Source: an optimization exercise on an open RTL-to-GDS flow (aim: small area). Production flows keep margins and buffers that such runs may drop.
Only simulation tests tie the RTL to the original design; equivalence was not proved.
Power is estimated from default activity; no workload was simulated.

==> module Guess, before the edit <==
module Guess(clk, rst, in, seg_out, led_out);
	input clk;
	input rst;
	input[0:12] in;
	output[0:31] seg_out;
	output reg[0:9] led_out;
	localparam S_INIT0 = 3'd0, S_INITC = 3'd1, S_INPUT = 3'd2, S_SHOW = 3'd3, S_WIN = 3'd4, S_LOSE = 3'd5;
	localparam K_TITLE = 3'd0, K_GUESS = 3'd1, K_RES = 3'd2, K_F05E = 3'd3, K_ANS = 3'd4;
	wire tick_1, tick_rnd, tick_display;
	wire[7:0] rnd;
	reg odd;
	always@(posedge clk)
		odd <= ~rst & ~odd;
	clock_ #(8, 8'hb8, 8'h4f) u_clk_1(clk, rst, odd, tick_1);
	clock_ #(4, 4'hc, 4'ha) u_clk_rnd(clk, rst, odd, tick_rnd);
	clock_ #(5, 5'h14, 5'h10) u_clk_display(clk, rst, odd, tick_display);
	randGen u_rand(clk, rst, tick_rnd, rnd, rstart);
	reg[2:0] state, kind;
	reg[3:0] hp_v;
	reg[7:0] ans;
	reg[15:0] guess_num;
	reg[1:0] sel_num;
	wire init = (state == S_INIT0) || (state == S_INITC);
	reg l_rst, l_mode, l_b10, l_b11, l_b12;
	wire rstart;
	reg rs;
	always@(posedge clk)
		if(rstart)
			rs <= 1;
		else if(tick_1)
			rs <= 0;
	wire[2:0] r_ph = rnd[7:5], r_c5 = rnd[4:2];
	wire[1:0] r_c4 = rnd[1:0];
	wire[7:0] l_rnd = !rs ? rnd :
		(r_ph == 0) ? {3'd5, (r_c5 == 0) ? 3'd4 : r_c5 - 3'd1, r_c4 - 2'd1} :
		{r_ph - 3'd1, r_c5, r_c4};
	wire[15:0] ans_v;
	ansval u_ans(ans, ans_v);
	wire[2:0] A, B;
	wire all4;
	checker_ u_check(clk, tick_display & l_rst, ans_v, guess_num, A, B, all4);
	reg[2:0] n_state, n_kind;
	reg[3:0] n_hp_v;
	reg[7:0] n_ans;
	reg[15:0] n_guess_num;
	reg[1:0] n_sel_num;
	always@(*) begin
		n_state = state;
		n_kind = kind;
		n_hp_v = hp_v;
		n_ans = ans;
		n_guess_num = guess_num;
		n_sel_num = sel_num;
		if(l_rst) begin
			n_state = S_INIT0;
			n_kind = K_TITLE;
			n_hp_v = 10;
			n_ans = 8'hc0;
			n_guess_num = 0;
			n_sel_num = 0;
		end
		else if(~l_mode) begin
			case(state)
				S_INIT0, S_INITC: begin
					n_hp_v = 10;
					n_ans = l_rnd;
					n_sel_num = 0;
					n_kind = K_TITLE;
					n_guess_num = 0;
					if((state == S_INITC && guess_num[3:0] == 15) || l_b11)
						n_state = S_INPUT;
					else begin
						n_state = S_INITC;
						n_guess_num[3:0] = (state == S_INITC) ? guess_num[3:0] + 4'd1 : 4'd1;
					end
				end
				S_INPUT: begin
					if(l_b10)
						case(sel_num)
							0: n_guess_num[15:12] = inc10(guess_num[15:12]);
							1: n_guess_num[11:8] = inc10(guess_num[11:8]);
							2: n_guess_num[7:4] = inc10(guess_num[7:4]);
							3: n_guess_num[3:0] = inc10(guess_num[3:0]);
						endcase
					if(l_b11)
						n_sel_num = sel_num + 2'd1;
					if(l_b12) begin
						n_state = S_SHOW;
						if(!all4) begin
							if(hp_v == 1)
								n_state = S_LOSE;
							n_hp_v = hp_v - 1;
						end
						else
							n_state = S_WIN;
					end
					n_kind = K_GUESS;
				end
				S_SHOW: begin
					n_kind = K_RES;
					if(l_b11)
						n_state = S_INPUT;
				end
				S_WIN: begin
					if(l_b11)
						n_state = S_INIT0;
				end
				S_LOSE: begin
					n_kind = l_b10 ? K_ANS : K_F05E;
					if(l_b11)
						n_state = S_INIT0;
				end
				default: begin
				end
			endcase
		end
		else begin
			if(l_b10 && !init)
				n_state = S_INIT0;
			if(l_b11 && hp_v < 10)
				n_hp_v = hp_v + 1;
			if(l_b12)
				n_kind = K_ANS;
		end
	end
	function[3:0] inc10;
		input[3:0] g;
		inc10 = {g[3] & ~g[0] | g[2] & g[1] & g[0], g[2] ^ (g[1] & g[0]), ~g[3] & (g[1] ^ g[0]), ~g[0]};
	endfunction
	always@(posedge clk) begin
		if(tick_display) begin
			state <= n_state;
			kind <= n_kind;
			hp_v <= n_hp_v;
			ans <= n_ans;
			guess_num <= n_guess_num;
			sel_num <= n_sel_num;
		end
	end
	always@(posedge clk) begin
		if(rst) begin
			l_rst <= 1;
			l_mode <= 1;
			l_b10 <= 0;
			l_b11 <= 0;
			l_b12 <= 0;
		end
		else if(tick_1) begin
			l_rst <= 0;
			l_mode <= in[9];
			l_b10 <= ~in[10];
			l_b11 <= ~in[11];
			l_b12 <= ~in[12];
		end
		else if(tick_display) begin
			l_rst <= 0;
			l_mode <= 1;
			l_b10 <= 0;
			l_b11 <= 0;
			l_b12 <= 0;
		end
	end
	wire[9:0] hp = (10'd1 << n_hp_v) - 10'd1;
	always@(posedge clk) begin
		if(tick_display) begin
			if(n_state == S_WIN)
				led_out <= {led_out[1:9], led_out[0]};
			else
				led_out <= hp;
		end
	end
	reg[15:0] val;
	always@(*) begin
		case(kind)
			K_TITLE: val = 16'h1a2b;
			K_GUESS: val = guess_num;
			K_RES: val = {1'b0, A, 4'ha, 1'b0, B, 4'hb};
			K_F05E: val = 16'hf05e;
			default: val = ans_v;
		endcase
	end
	BCD_to_seg0 u_seg0(val[15:12], seg_out[0:7], sel_num != 0);
	BCD_to_seg1 u_seg1(val[11:8], seg_out[8:15], sel_num != 1);
	BCD_to_seg2 u_seg2(val[7:4], seg_out[16:23], sel_num != 2);
	BCD_to_seg3 u_seg3(val[3:0], seg_out[24:31], sel_num != 3);
endmodule
Settings: LEC_CHECK=0, ABC_AREA=1, CAP_MARGIN=20, CORE_MARGIN=2, CORE_UTILIZATION=70, SLEW_MARGIN=20; clock period 20.0 ns.
standard.sh (not shown) runs the stock make flow with config.mk's settings and CLKGATE_MAP_FILE= SYNTH_SCRIPT=/design/flow/synth_recipe.tcl, a recipe that flattens the netlist after the stock synthesis.
==> flow/flow/run.sh <==
#!/bin/bash
# Own flow: the standard synthesis, then the combinational logic re-mapped
# with a stronger ABC script (flip-flops untouched), then the standard
# layout, with port buffers of the smallest buffer cell.
set -euo pipefail
W=$(pwd)
F=$W/flow
R=$W/orfs/results/$FLOW_PLATFORM/Guess/base
LIB=$FLOW_HOME/platforms/$FLOW_PLATFORM/lib/sky130_fd_sc_hd__tt_025C_1v80.lib
bash standard.sh synth > $W/synth_standard.log 2>&1
cp $R/1_2_yosys.v $W/1_2_yosys_standard.v
python3 $F/cellmap.py $LIB $W/1_2_yosys_standard.v $W/cellmap.v > $W/cellmap.log 2>&1
LIB=$LIB NET=$W/1_2_yosys_standard.v TOP=$FLOW_TOP MAPV=$W/cellmap.v \
  ABCSCRIPT=$F/abc.script DONTUSE="$(cat $F/dontuse.txt)" STAT=$W/remap_stat.txt \
  OUTV=$W/1_2_yosys_remapped.v yosys -c $F/remap.tcl > $W/remap.log 2>&1
cp $W/1_2_yosys_remapped.v $R/1_2_yosys.v
bash standard.sh "BUFFER_PORTS_ARGS=-buffer_cell sky130_fd_sc_hd__buf_1" "CTS_ARGS=-sink_clustering_enable -repair_clock_nets -buf_list sky130_fd_sc_hd__clkbuf_8 -root_buf sky130_fd_sc_hd__clkbuf_8 -dont_use_dummy_load" finish > $W/layout.log 2>&1
Other scripts of this flow, unchanged in this note and not shown: flow/flow/abc.script, flow/flow/cellmap.py, flow/flow/dontuse.txt, flow/flow/remap.tcl
Edit:
--- a/flow/design.v
+++ b/flow/design.v
@@ -272,10 +272,10 @@
 				S_INPUT: begin
 					if(l_b10)
 						case(sel_num)
-							0: n_guess_num[15:12] = inc10(guess_num[15:12]);
-							1: n_guess_num[11:8] = inc10(guess_num[11:8]);
-							2: n_guess_num[7:4] = inc10(guess_num[7:4]);
-							3: n_guess_num[3:0] = inc10(guess_num[3:0]);
+							0: n_guess_num[15:12] = (guess_num[15:12] == 9) ? 4'd0 : guess_num[15:12] + 4'd1;
+							1: n_guess_num[11:8] = (guess_num[11:8] == 9) ? 4'd0 : guess_num[11:8] + 4'd1;
+							2: n_guess_num[7:4] = (guess_num[7:4] == 9) ? 4'd0 : guess_num[7:4] + 4'd1;
+							3: n_guess_num[3:0] = (guess_num[3:0] == 9) ? 4'd0 : guess_num[3:0] + 4'd1;
 						endcase
 					if(l_b11)
 						n_sel_num = sel_num + 2'd1;
@@ -318,10 +318,6 @@
 				n_kind = K_ANS;
 		end
 	end
-	function[3:0] inc10;
-		input[3:0] g;
-		inc10 = {g[3] & ~g[0] | g[2] & g[1] & g[0], g[2] ^ (g[1] & g[0]), ~g[3] & (g[1] ^ g[0]), ~g[0]};
-	endfunction
 	always@(posedge clk) begin
 		if(tick_display) begin
 			state <= n_state;
=>
- via count is about the same
- power barely changes
- maximum frequency is lower by a few percent
- setup slack got worse by 0.48 ns
- cell area hardly moves
- non-clock buffer count drops by 1
- core utilization fell by 0.14 points
- area after synthesis barely changes

[static timing again, ports no longer ideal]
The results above use ideal ports. As a check the final layouts listed here were re-extracted and re-timed, cells and wires unchanged.
Step 1 assumes that a clkbuf_16 drives the clock port and a buf_2 every other input.
Step 2, shift: input delay + t, output delay - t, t = (earliest + latest rising clock arrival at the registers) / 2. This alone moves slack from input paths to output paths.
a / b / c = ideal ports / drivers / drivers and shift; a / b = the first two.
run	shift t [ns]	slack for setup (ns)	worst setup path at the end	worst register clock-pin slew, ns
the first run	0.378	12.339 / 12.307 / 12.684	register to output	0.10 / 0.10
the second run	0.382	11.858 / 11.824 / 12.206	register to output	0.09 / 0.09
After both steps every run listed still meets setup and hold.
